This is an optimization exercise on Yosys and OpenROAD, whose aim is small area, not a production implementation. In this exercise RTL edits were held to simulation tests only and were not proved equivalent to the original. The flow treats the clock pin as an ideal source. Dropping or thinning the clock tree relies on that and would not hold on a real chip. Power is estimated from default activity; no workload was simulated.

== v6 ==
==> module input_manager, before the edit <==
module input_manager (
    input  logic       clk,
    input  logic       reset,
    input  logic [3:0] dip_switch,
    input  logic       input_ready,
    input  logic       freeze,           
    output logic [3:0] hundreds,
    output logic [3:0] tens,
    output logic [3:0] units,
    output logic       done              
);
    logic [1:0] pos;
    localparam logic [3:0] HUNDREDS_INV = 4'b0011;
    localparam logic [3:0] TENS_INV     = 4'b1111;
    localparam logic [3:0] UNITS_INV    = 4'b0011;
    logic [3:0] hundreds_q, tens_q, units_q;
    logic take;
    assign take = input_ready & ~freeze;
    assign done = input_ready & pos[1];
    always_ff @(posedge clk or posedge reset) begin
        if (reset)            pos <= 2'b00;
        else if (input_ready) pos <= {pos[0] & ~pos[1], ~pos[1]};
    end
    always_ff @(posedge clk) begin
        if (take & ~pos[0])          hundreds_q <= dip_switch ^ HUNDREDS_INV;
        if (take & pos[0] & ~pos[1]) tens_q     <= dip_switch ^ TENS_INV;
        if (take & pos[1])           units_q    <= dip_switch ^ UNITS_INV;
    end
    assign hundreds = hundreds_q ^ HUNDREDS_INV;
    assign tens     = tens_q ^ TENS_INV;
    assign units    = units_q ^ UNITS_INV;
endmodule
==> module display_multiplexer, before the edit <==
module display_multiplexer (
    input  logic       clk,
    input  logic       reset,
    input  logic       load,             
    input  logic [3:0] digit,            
    output logic [1:0] next_display,
    output logic [6:0] segments,
    output logic [3:0] display_select
);
    localparam logic [13:0] START = 14'd2188;
    localparam logic [13:0] WRAP  = 14'd9286;
    localparam logic [13:0] WMASK = 14'b01101111111111;
    logic [13:0] refresh;
    logic [1:0]  current_display;
    logic [3:0]  shown;                  
    logic        wrap;
    assign wrap = ((refresh ^ WRAP) & WMASK) == 14'd0;
    assign next_display = {current_display[1] ^ (current_display[0] & wrap),
                           current_display[0] ^ wrap};
    always_ff @(posedge clk or posedge reset) begin
        if (reset) begin
            refresh         <= START;
            current_display <= 2'd0;
            shown           <= 4'd0;
        end else begin
            refresh         <= {refresh[12:0], refresh[13] ^ refresh[12] ^ wrap};
            current_display <= next_display;
            shown           <= load ? digit : 4'd0;
        end
    end
    always_comb begin
        case (current_display)
            2'd0: display_select = 4'b1110;
            2'd1: display_select = 4'b1101;
            2'd2: display_select = 4'b1011;
            default: display_select = 4'b0111;
        endcase
    end
    always_comb begin
        case (shown)
            4'd0: segments = 7'b1111110;
            4'd1: segments = 7'b0110000;
            4'd2: segments = 7'b1101101;
            4'd3: segments = 7'b1111001;
            4'd4: segments = 7'b0110011;
            4'd5: segments = 7'b1011011;
            4'd6: segments = 7'b1011111;
            4'd7: segments = 7'b1110000;
            4'd8: segments = 7'b1111111;
            4'd9: segments = 7'b1110011;
            default: segments = 7'bxxxxxxx;
        endcase
    end
endmodule
clock: 14.0 ns
lec_check: 0
abc_area: 1
cap_margin: 20
core_margin: 2
core_utilization: 60
slew_margin: 20
standard.sh (not shown) runs the stock make flow with config.mk's settings and CLKGATE_MAP_FILE= SYNTH_SCRIPT=/design/flow/synth_recipe.tcl, a recipe that flattens the netlist after the stock synthesis.
==> flow/flow/run.sh <==
#!/bin/bash
# Standard synthesis; then its combinational logic re-mapped with a stronger
# ABC script (flip-flops untouched, full adders mapped to the full-adder cell,
# result proven equivalent); then the standard layout, with the smallest
# port buffers and a clock distributed by a few buffers (flow/pre_cts.tcl).
# Each tool's output goes to a log file here.
set -euo pipefail
W=$PWD
R=$W/orfs/results/$FLOW_PLATFORM/top_module/base
YOSYS=$FLOW_HOME/../tools/install/yosys/bin/yosys
[[ -x $YOSYS ]] || YOSYS=yosys

bash standard.sh synth > $W/synth.log 2>&1

cp $R/1_2_yosys.v $W/std_1_2_yosys.v
export REOPT_LIB=$FLOW_HOME/platforms/$FLOW_PLATFORM/lib/sky130_fd_sc_hd__tt_025C_1v80.lib
export REOPT_IN=$W/std_1_2_yosys.v
export REOPT_TOP=$FLOW_TOP
export REOPT_FA=-fa
export REOPT_ADDER_MAP=$FLOW_HOME/platforms/$FLOW_PLATFORM/cells_adders_hd.v
export REOPT_DONT_USE="$(grep -o -- '-dont_use [A-Za-z0-9_]*' $W/orfs/logs/$FLOW_PLATFORM/top_module/base/1_2_yosys.log | awk '{print $2}' | sort -u | tr '\n' ' ')"

# ABC's search depends on its random seed: map with two scripts and several
# seeds each (in parallel) and keep the smallest netlist that is proven
# equivalent to the standard one.
SEEDS=""
for k in 1 2 3 4 5 6 7 8; do SEEDS="$SEEDS a$k b$k"; done
for s in $SEEDS; do
  mkdir -p $W/reopt_$s
  sed "s/@SEED@/${s:1}/" $W/flow/reopt_${s:0:1}.abc.in > $W/reopt_$s/reopt.abc
  ( export REOPT_DIR=$W/reopt_$s REOPT_OUT=$W/reopt_$s/netlist.v REOPT_SCRIPT=$W/reopt_$s/reopt.abc
    $YOSYS -c $W/flow/reopt.tcl > $W/reopt_$s/reopt.log 2>&1 || true ) &
  while (( $(jobs -rp | wc -l) >= ${NUM_CORES:-4} )); do sleep 0.2; done
done
wait
BEST=""
BEST_AREA=""
for s in $SEEDS; do
  A=$(grep -i 'chip area' $W/reopt_$s/reopt_after.stat 2>/dev/null | awk '{print $NF}' || true)
  [[ -n $A && -f $W/reopt_$s/netlist.v ]] || continue
  sed -e "s|@LIB@|$REOPT_LIB|" -e "s|@GOLD@|$REOPT_IN|" -e "s|@GATE@|$W/reopt_$s/netlist.v|" -e "s|@TOP@|$FLOW_TOP|g" \
      $W/flow/equiv.ys.in > $W/reopt_$s/equiv.ys
  $YOSYS -s $W/reopt_$s/equiv.ys > $W/reopt_$s/equiv.log 2>&1 || continue
  echo "seed $s: area $A, equivalent" >> $W/reopt_summary.log
  if [[ -z $BEST ]] || awk "BEGIN{exit !($A < $BEST_AREA)}"; then BEST=$s; BEST_AREA=$A; fi
done
echo "chosen seed: ${BEST:-none} ($BEST_AREA)" >> $W/reopt_summary.log
if [[ -n $BEST ]]; then
  cp $W/reopt_$BEST/netlist.v $R/1_2_yosys.v
  rm -f $R/1_synth.odb $R/1_synth.sdc
fi

# extra make variables for the layout, one per line
EXTRA=()
[[ -f $W/flow/make.args ]] && mapfile -t EXTRA < <(grep -v '^#' $W/flow/make.args | grep -v '^$')
# clock distribution: a few buffers driven by the clock port (flow/pre_cts.tcl)
EXTRA+=("PRE_CTS_TCL=$W/flow/pre_cts.tcl" "ROOT_CLK_PORT=clk")
bash standard.sh finish "${EXTRA[@]}" > $W/layout.log 2>&1
Other scripts of this flow, unchanged in this note and not shown: flow/flow/equiv.ys.in, flow/flow/make.args, flow/flow/pre_cts.tcl, flow/flow/reopt.tcl, flow/flow/reopt_a.abc.in, flow/flow/reopt_b.abc.in
diff inputs: v6 => v7
--- a/flow/design.v
+++ b/flow/design.v
@@ -9,13 +9,13 @@
     output logic [3:0] units,
     output logic       done              
 );
     logic [1:0] pos;
     localparam logic [3:0] HUNDREDS_INV = 4'b0011;
     localparam logic [3:0] TENS_INV     = 4'b1111;
-    localparam logic [3:0] UNITS_INV    = 4'b0011;
+    localparam logic [3:0] UNITS_INV    = 4'b0001;
     logic [3:0] hundreds_q, tens_q, units_q;
     logic take;
     assign take = input_ready & ~freeze;
     assign done = input_ready & pos[1];
     always_ff @(posedge clk or posedge reset) begin
         if (reset)            pos <= 2'b00;
@@ -139,13 +139,18 @@
             4'd4: segments = 7'b0110011;
             4'd5: segments = 7'b1011011;
             4'd6: segments = 7'b1011111;
             4'd7: segments = 7'b1110000;
             4'd8: segments = 7'b1111111;
             4'd9: segments = 7'b1110011;
-            default: segments = 7'bxxxxxxx;
+            4'd10: segments = 7'b1111111;
+            4'd11: segments = 7'b1111001;
+            4'd12: segments = 7'b1110111;
+            4'd13: segments = 7'b1011011;
+            4'd14: segments = 7'b1011111;
+            4'd15: segments = 7'b1110000;
         endcase
     end
 endmodule
 module top_module (
     input  logic       clk,
     input  logic       reset,
## What came out
Clock power share was higher in the run labelled v7. Going from v6 to v7, wire length of the first global-routing pass up 5.5%; power share of the combinational group fell 3.7 points; global-route usage now larger. v7 against v6: total routed wire length on the met1 layer now sits higher; total standard cell area after synthesis held; via count now larger; final critical-path setup slack decreased by 430 ps relative to the old numbers; floorplan die width was more or less identical. Comparing v6 and v7, the higher power density relative to cell area was measured on v6. Looking at proportion of total power due to net switching across v6 and v7, the one that comes out lower is v7. Taking v6 over v7, the number of design-rule violations left by the first detailed-router iteration ratio works out to 0.67.
No run of this note takes its clock network from TritonCTS; it comes from the design's own scripts or RTL.

-- what the ideal ports hide --
No port has a modelled driver above. Below, the same layouts with a new extraction and two added sets of constraints. Step 1 (the two cells are an assumption about what drives the block):
set clk [get_ports {clk}]
set_driving_cell -lib_cell sky130_fd_sc_hd__clkbuf_16 $clk
set_driving_cell -lib_cell sky130_fd_sc_hd__buf_2 [delete_from_list [all_inputs] $clk]
Step 2, shift: input delay + t, output delay - t, t = (earliest + latest rising clock arrival at the registers) / 2. This alone moves slack from input paths to output paths. Three values: no drivers, after step 1, after step 2; two values: the first two.
run | shift t [ns] | setup slack, ns | hold WS [ns] | slew at the worst register clock pin (ns) | cell pins on the clock port's net
v6 | 0.193 | 6.504 / 6.504 / 6.504 | 0.363 / 0.363 / 0.363 | 0.10 / 0.10 | 3
v7 | 0.197 | 6.071 / 6.071 / 6.071 | 0.361 / 0.361 / 0.361 | 0.10 / 0.10 | 3
After both steps every run listed still meets setup and hold.
